What follows belongs to an exercise in optimizing a design on an open flow for small area, a short achievable clock period and few clock cycles per item; a production flow would make more cautious choices. The RTL was checked by simulation tests, not by an equivalence proof against the original design.

==> flow/design.v (excerpt) <==
module fft1024
(
    input clk,
    input rst_n,
    input start,
    output reg finish,
    input clear,
    input [31:0] dout0,
    output reg oce0,
    output reg ce0,
    output reg wre0,
    output reg [10:0] ad0,
    output reg [31:0] din0,
    input [31:0] dout1,
    output reg oce1,
    output reg ce1,
    output reg wre1,
    output reg [10:0] ad1,
    output reg [31:0] din1,
    input [15:0] dout_w,
    output reg oce_w,
    output reg ce_w,
    output reg [10:0] ad_w
);
reg run;             
reg ph;              
reg [3:0] s;         
reg [8:0] u;         
reg gap;             
wire        e0_v = run && (s <= 4'd9) && !gap;
wire        e0_x = (s == 4'd9) && !gap;
wire        e0_b = u[0];
wire [7:0]  e0_bi = u[8:1];
reg  [8:0]  e0_mask;    
always @(*) begin
    case (s)
        4'd0: e0_mask = 9'h000;
        4'd1: e0_mask = 9'h001;
        4'd2: e0_mask = 9'h003;
        4'd3: e0_mask = 9'h007;
        4'd4: e0_mask = 9'h00f;
        4'd5: e0_mask = 9'h01f;
        4'd6: e0_mask = 9'h03f;
        4'd7: e0_mask = 9'h07f;
        default: e0_mask = 9'h0ff;
    endcase
end
wire [8:0] e0_bw  = {1'b0, e0_bi};
wire [8:0] e0_ins = ((e0_bw << 1) & ~{e0_mask[7:0], 1'b1}) | (e0_bw & e0_mask);
wire [8:0] e0_a0  = e0_x ? u : e0_ins;
wire [8:0] e0_a1  = e0_x ? u : (e0_ins | (e0_mask + 9'd1));
reg  [8:0] e0_i;
always @(*) begin
    case (s)
        4'd0: e0_i = 9'd0;
        4'd1: e0_i = {e0_bi[0], 8'd0};
        4'd2: e0_i = {e0_bi[1:0], 7'd0};
        4'd3: e0_i = {e0_bi[2:0], 6'd0};
        4'd4: e0_i = {e0_bi[3:0], 5'd0};
        4'd5: e0_i = {e0_bi[4:0], 4'd0};
        4'd6: e0_i = {e0_bi[5:0], 3'd0};
        4'd7: e0_i = {e0_bi[6:0], 2'd0};
  ...
Size in the first run: roughly 3800 cells after synthesis, about 190 I/O pins, about 33000 sq um of cells after synthesis.
clock: 16.0 ns
lec_check: 0
abc_area: 1
cap_margin: 20
core_margin: 2
core_utilization: 60
place_density: 0.7
slew_margin: 70
standard.sh (not shown) runs the stock make flow with config.mk's settings and CLKGATE_MAP_FILE= SYNTH_SCRIPT=/design/flow/synth_recipe.tcl, a recipe that flattens the netlist after the stock synthesis.
==> flow/flow/run.sh <==
#!/bin/bash
set -o pipefail
export BUFFER_PORTS_ARGS="-buffer_cell sky130_fd_sc_hd__buf_2"
cp standard.sh standard_copy.txt 2>/dev/null
bash standard.sh > standard.log 2>&1
Testbench counts at the start, summed over its fixed seeds: cycles 123,000, ffts 12.
==> next run, changes <==
CAP_MARGIN = 40   (was 20)
SLEW_MARGIN = 60   (was 70)
The changed run went through all stages and came out clean.
Maximum frequency increases by 1.4%.
First-iteration DRC count decreases by 6.1%.
Worst setup slack improves by 0.058 ns.
Clock skew is about the same.
Final area decreases by about 1.3%.

========
== job 5321 ==
Another version of the RTL of fft1024 (not shown whole).
Size in the first run: ~4100 cells after synthesis, ~190 I/O pins, about 0.035 sq mm of cells after synthesis.
clock: 16.0 ns
lec_check: 0
abc_area: 1
cap_margin: 20
core_margin: 2
core_utilization: 40
cts_cluster_diameter: 60
cts_cluster_size: 80
slew_margin: 20
Scripts as last shown in full above: flow/flow/run.sh
Testbench counts of job 5321, summed over its fixed seeds: cycles 122,976, ffts 12.
Here is what was changed in the inputs of job 5984 compared with job 5321.
Settings: clearing CTS_CLUSTER_SIZE, which used to be 80; clearing CTS_CLUSTER_DIAMETER, which used to be 60.
Notes after the runs:
- Routed length on met2 delta for job 5984 relative to job 5321: 0.74% higher
- In terms of area fraction in and, or, nand and nor cells after synthesis, job 5321 and job 5984 differ only marginally.
- In terms of final design area excluding fillers, job 5984 and job 5321 differ only marginally.
- Any difference in via count between job 5321 and job 5984 is small enough to ignore.
- There was hardly any difference in worst hold slack between job 5984 and job 5321.
Modified inputs, job 5560 compared to job 5984
Settings: setting CTS_CLUSTER_SIZE to 25 for the first time.
### Flow results
Reported for job 5984 and job 5560, setup slack turned out identical to the last digit. Comparing job 5984 against job 5560, there is no change at all in wire length. As far as area growth from synthesis to final layout goes, job 5560 and job 5984 are indistinguishable; the numbers are identical. [compare] base=job 5984 new=job 5560: placer congestion estimate essentially unchanged, utilization of the core after routing barely changed, initial standard-cell utilization of the core has remained practically unchanged. Comparing job 5984 against job 5560, there is no change at all in fraction of final layout cells with drive strength greater than 1.
Here is what was changed in the inputs of job 1213 compared with job 5560.
Settings: CTS_CLUSTER_SIZE: 25 -> unset; ABC_AREA: 1 -> unset.
Findings:
The cell with the largest stage delay on the worst path comes out edfxtp_1 in one run and dfrtp_1 in the other, namely in job 1213 and job 5560 respectively. Diff job 5560..job 1213 | utilization | negligible. Relative to job 5560, share of synthesized area spent on multiplexers increased by 3.0 points in job 1213. Compared with job 5560, in job 1213 maximum frequency from static timing analysis shows a reduction of 4.5%; post-route cell area went down by 3.7%; first-pass GRT wire length went down by 16 mm. As far as number of max-slew violations in the final report goes, job 5560 and job 1213 are indistinguishable; the numbers are identical. Area after synthesis for job 1213: 4.3% down relative to job 5560. Compare job 1213 and job 5560 | number of buffers added by the clock tree synthesis step lower: job 5560. Number of fill cells in the layout came out lower on job 1213 than on job 5560.

========
Setup of try-lagoon:
fft1024 with an RTL version that a note above also has.
Size: roughly 370 flip-flops, ~190 I/O pins, about 0.033 sq mm of cells after synthesis.
clock: 16.0 ns
lec_check: 0
abc_area: 1
cap_margin: 20
core_margin: 2
core_utilization: 60
place_density: 0.7
slew_margin: 40
Scripts as last shown in full above: flow/flow/run.sh
No stage failed in try-lagoon, and the final checks on the layout all came back clean.
Testbench counts of try-lagoon, summed over its fixed seeds: cycles 123,000, ffts 12.
Here is what was changed in the inputs of try-tundra compared with try-lagoon.
Settings: an added GPL_TIMING_DRIVEN of 1; a change of SLEW_MARGIN from 40 to 20.
- Relative to try-lagoon, the period utilization of try-tundra is higher by 0.43 points.
- Total half-perimeter wirelength after legalization and detailed placement across try-lagoon and try-tundra: no real change.
- try-tundra against try-lagoon: maximum frequency moved down, register-to-register slack fell 0.07 ns.
Input changes introduced in try-pepper (baseline for comparison: try-tundra):
Settings: a deleted GPL_TIMING_DRIVEN that had been 1; a change of SLEW_MARGIN from 20 to 60.
[summary]
Changes observed in try-pepper relative to try-tundra: register fraction of the total cell area now smaller, number of vias after detailed routing went up 99.
Looking at first-pass GRT wire length, try-pepper sits about 0.9% higher than try-tundra does.

========
Setup of build 36:
fft1024 with an RTL version that a note above also has.
Size in the first run: ~3400 cells after synthesis, roughly 33000 um2 of cells after synthesis.
==> flow/config.mk <==
export PLATFORM = sky130hd
export DESIGN_NAME = fft1024
export DESIGN_NICKNAME = fft1024
export VERILOG_FILES = /design/flow/design.v
export SDC_FILE = /design/flow/constraint.sdc
export NUM_CORES = 4
export LEC_CHECK = 0
export CAP_MARGIN = 20
export CORE_MARGIN = 2
export CORE_UTILIZATION = 40
export SLEW_MARGIN = 60
==> flow/constraint.sdc <==
create_clock -name core_clock -period 16.0 [get_ports {clk}]
set_input_delay 3.2000 -clock core_clock [delete_from_list [all_inputs] [get_ports {clk}]]
set_output_delay 3.2000 -clock core_clock [all_outputs]
set_load 0.01 [all_outputs]
Scripts as last shown in full above: flow/flow/run.sh
Build 36: no failed stages, no open violations at the end
Testbench counts of build 36, summed over its fixed seeds: cycles 122,976, ffts 12.
What build 89 does differently from build 36 at the input level:
- CTS_CLUSTER_DIAMETER newly set to 40
- SLEW_MARGIN changed from 60 to 20
- CTS_CLUSTER_SIZE newly set to 50
- ABC_AREA newly set to 1
Results
- Route | build 89 vs build 36 | wire longer in build 89
- In the tables for build 36 and build 89, global-route usage reads lower with build 36.
- Of build 36 and build 89, the higher die area belongs to build 89.
- Diff build 36 and build 89: met3 track demand over resource in global routing lower in build 89
- Between build 89 and build 36, it is build 89 whose area of all placed cells without fillers is higher, by 5.4%.
- Build 89: non-clock buffering overhead in the final layout lower than build 36
- Changes observed in build 89 relative to build 36: synthesized cell count shows an increase of about 22%, flop and latch count out of synthesis did not really move.
- Logic depth of the worst setup path including buffers: lower on build 89
- Build 89 ends up with a count of clock-buffer cells in the layout that is 17% higher than in build 36.
- Row met1 track utilization from global routing: build 89 higher / build 36 lower
diff inputs: build 89 => build 44
- a change of CTS_CLUSTER_SIZE from 50 to 30
- a change of CTS_CLUSTER_DIAMETER from 40 to 60
### Flow results
Fraction of standard cell area in multi-input logic, build 89 and build 44, lower one = build 89.
Area overhead of the layout relative to synthesis was lower in build 44 than in build 89.

========
Another version of the RTL of fft1024 (not shown whole).
Size in the first run: about 3700 cells after synthesis, ~390 flip-flops.
==> flow/design.v (excerpt) <==
module fft1024
(
    input clk,
    input rst_n,
    input start,
    output reg finish,
    input clear,
    input [31:0] dout0,
    output reg oce0,
    output reg ce0,
    output reg wre0,
    output reg [10:0] ad0,
    output reg [31:0] din0,
    input [31:0] dout1,
    output reg oce1,
    output reg ce1,
    output reg wre1,
    output reg [10:0] ad1,
    output reg [31:0] din1,
    input [15:0] dout_w,
    output reg oce_w,
    output reg ce_w,
    output reg [10:0] ad_w
);
clock: 16.0 ns
lec_check: 0
cap_margin: 20
core_margin: 2
core_utilization: 70
place_density: 0.75
slew_margin: 20
run.sh (not shown) runs the stock make flow with config.mk's settings and CLKGATE_MAP_FILE= SYNTH_SCRIPT=/design/flow/synth_recipe.tcl, a recipe that flattens the netlist after the stock synthesis.
Stock flow here: none of the scripts above is used.
Testbench counts at the start, summed over its fixed seeds: cycles 122,976, ffts 12.
Edit:
==> flow/flow/run.sh (new file) <==
#!/bin/bash
set -o pipefail
export BUFFER_PORTS_ARGS="-buffer_cell sky130_fd_sc_hd__buf_2"
cp standard.sh standard_copy.txt 2>/dev/null
bash standard.sh > standard.log 2>&1
==> flow/standard.sh (new file) <==
#!/bin/bash
# synth_recipe.tcl (not shown) runs the flow's synth.tcl, then flattens the netlist and writes it again
# the make line also repeats each setting of config.mk as NAME=value (left out here)
make -C /OpenROAD-flow-scripts/flow DESIGN_CONFIG=/design/flow/config.mk WORK_HOME=/design/flow/orfs CLKGATE_MAP_FILE= SYNTH_SCRIPT=/design/flow/synth_recipe.tcl "${@:-finish}"
CORE_UTILIZATION = 40   (was 70)
PLACE_DENSITY = default   (was 0.75)
removed: flow/run.sh
Count of clock-buffer cells in the layout drops by 1.
Area after synthesis stays the same.
Cell count went up by 11%.
Maximum frequency grows by about 2%.
Setup slack improved by 97 ps.

## afterwards: timing with drivers on the ports
The flow's constraints put no driver on any port. The routed layouts listed below were extracted and timed again, unchanged, in two steps. Step 1, drivers: a clkbuf_16 drives clk and a buf_2 each remaining input, both assumed. Step 2 also shifts input and output timing later by t, the mid clock arrival at the registers, as if the neighbouring blocks saw the same clock. Slacks: ideal ports / drivers / drivers and shift; pairs: ideal ports / drivers.
run | shift t [ns] | slack for setup (ns) | hold WS [ns]
the first run of note 1 | 0.638 | 11.642 / 11.641 / 11.642 | 0.439 / 0.439 / 0.439
the second run of note 1 | 0.641 | 11.700 / 11.646 / 11.700 | 0.424 / 0.424 / 0.424
job 5321 | 0.674 | 11.634 / 11.567 / 11.703 | 0.417 / 0.417 / 0.417
job 5984 | 0.686 | 11.647 / 11.578 / 11.718 | 0.416 / 0.416 / 0.416
job 5560 | 0.686 | 11.647 / 11.578 / 11.718 | 0.416 / 0.416 / 0.416
job 1213 | 0.659 | 11.441 / 11.441 / 11.441 | 0.416 / 0.416 / 0.416
try-lagoon | 0.627 | 11.610 / 11.610 / 11.606 | 0.423 / 0.423 / 0.423
try-tundra | 0.625 | 11.541 / 11.541 / 11.541 | 0.423 / 0.423 / 0.423
try-pepper | 0.641 | 11.700 / 11.646 / 11.700 | 0.424 / 0.424 / 0.424
build 36 | 0.651 | 11.475 / 11.475 / 11.475 | 0.417 / 0.417 / 0.417
build 89 | 0.687 | 11.668 / 11.598 / 11.692 | 0.415 / 0.415 / 0.415
build 44 | 0.674 | 11.634 / 11.567 / 11.703 | 0.417 / 0.417 / 0.417
the first run of note 5 | 0.646 | 11.208 / 11.178 / 11.208 | 0.422 / 0.422 / 0.422
the second run of note 5 | 0.670 | 11.304 / 11.304 / 11.304 | 0.414 / 0.414 / 0.414
After both steps every run listed still meets setup and hold. For try-lagoon, which loses most, drivers alone change the setup slack by 0.000 ns; drivers and shift together by -0.004 ns.
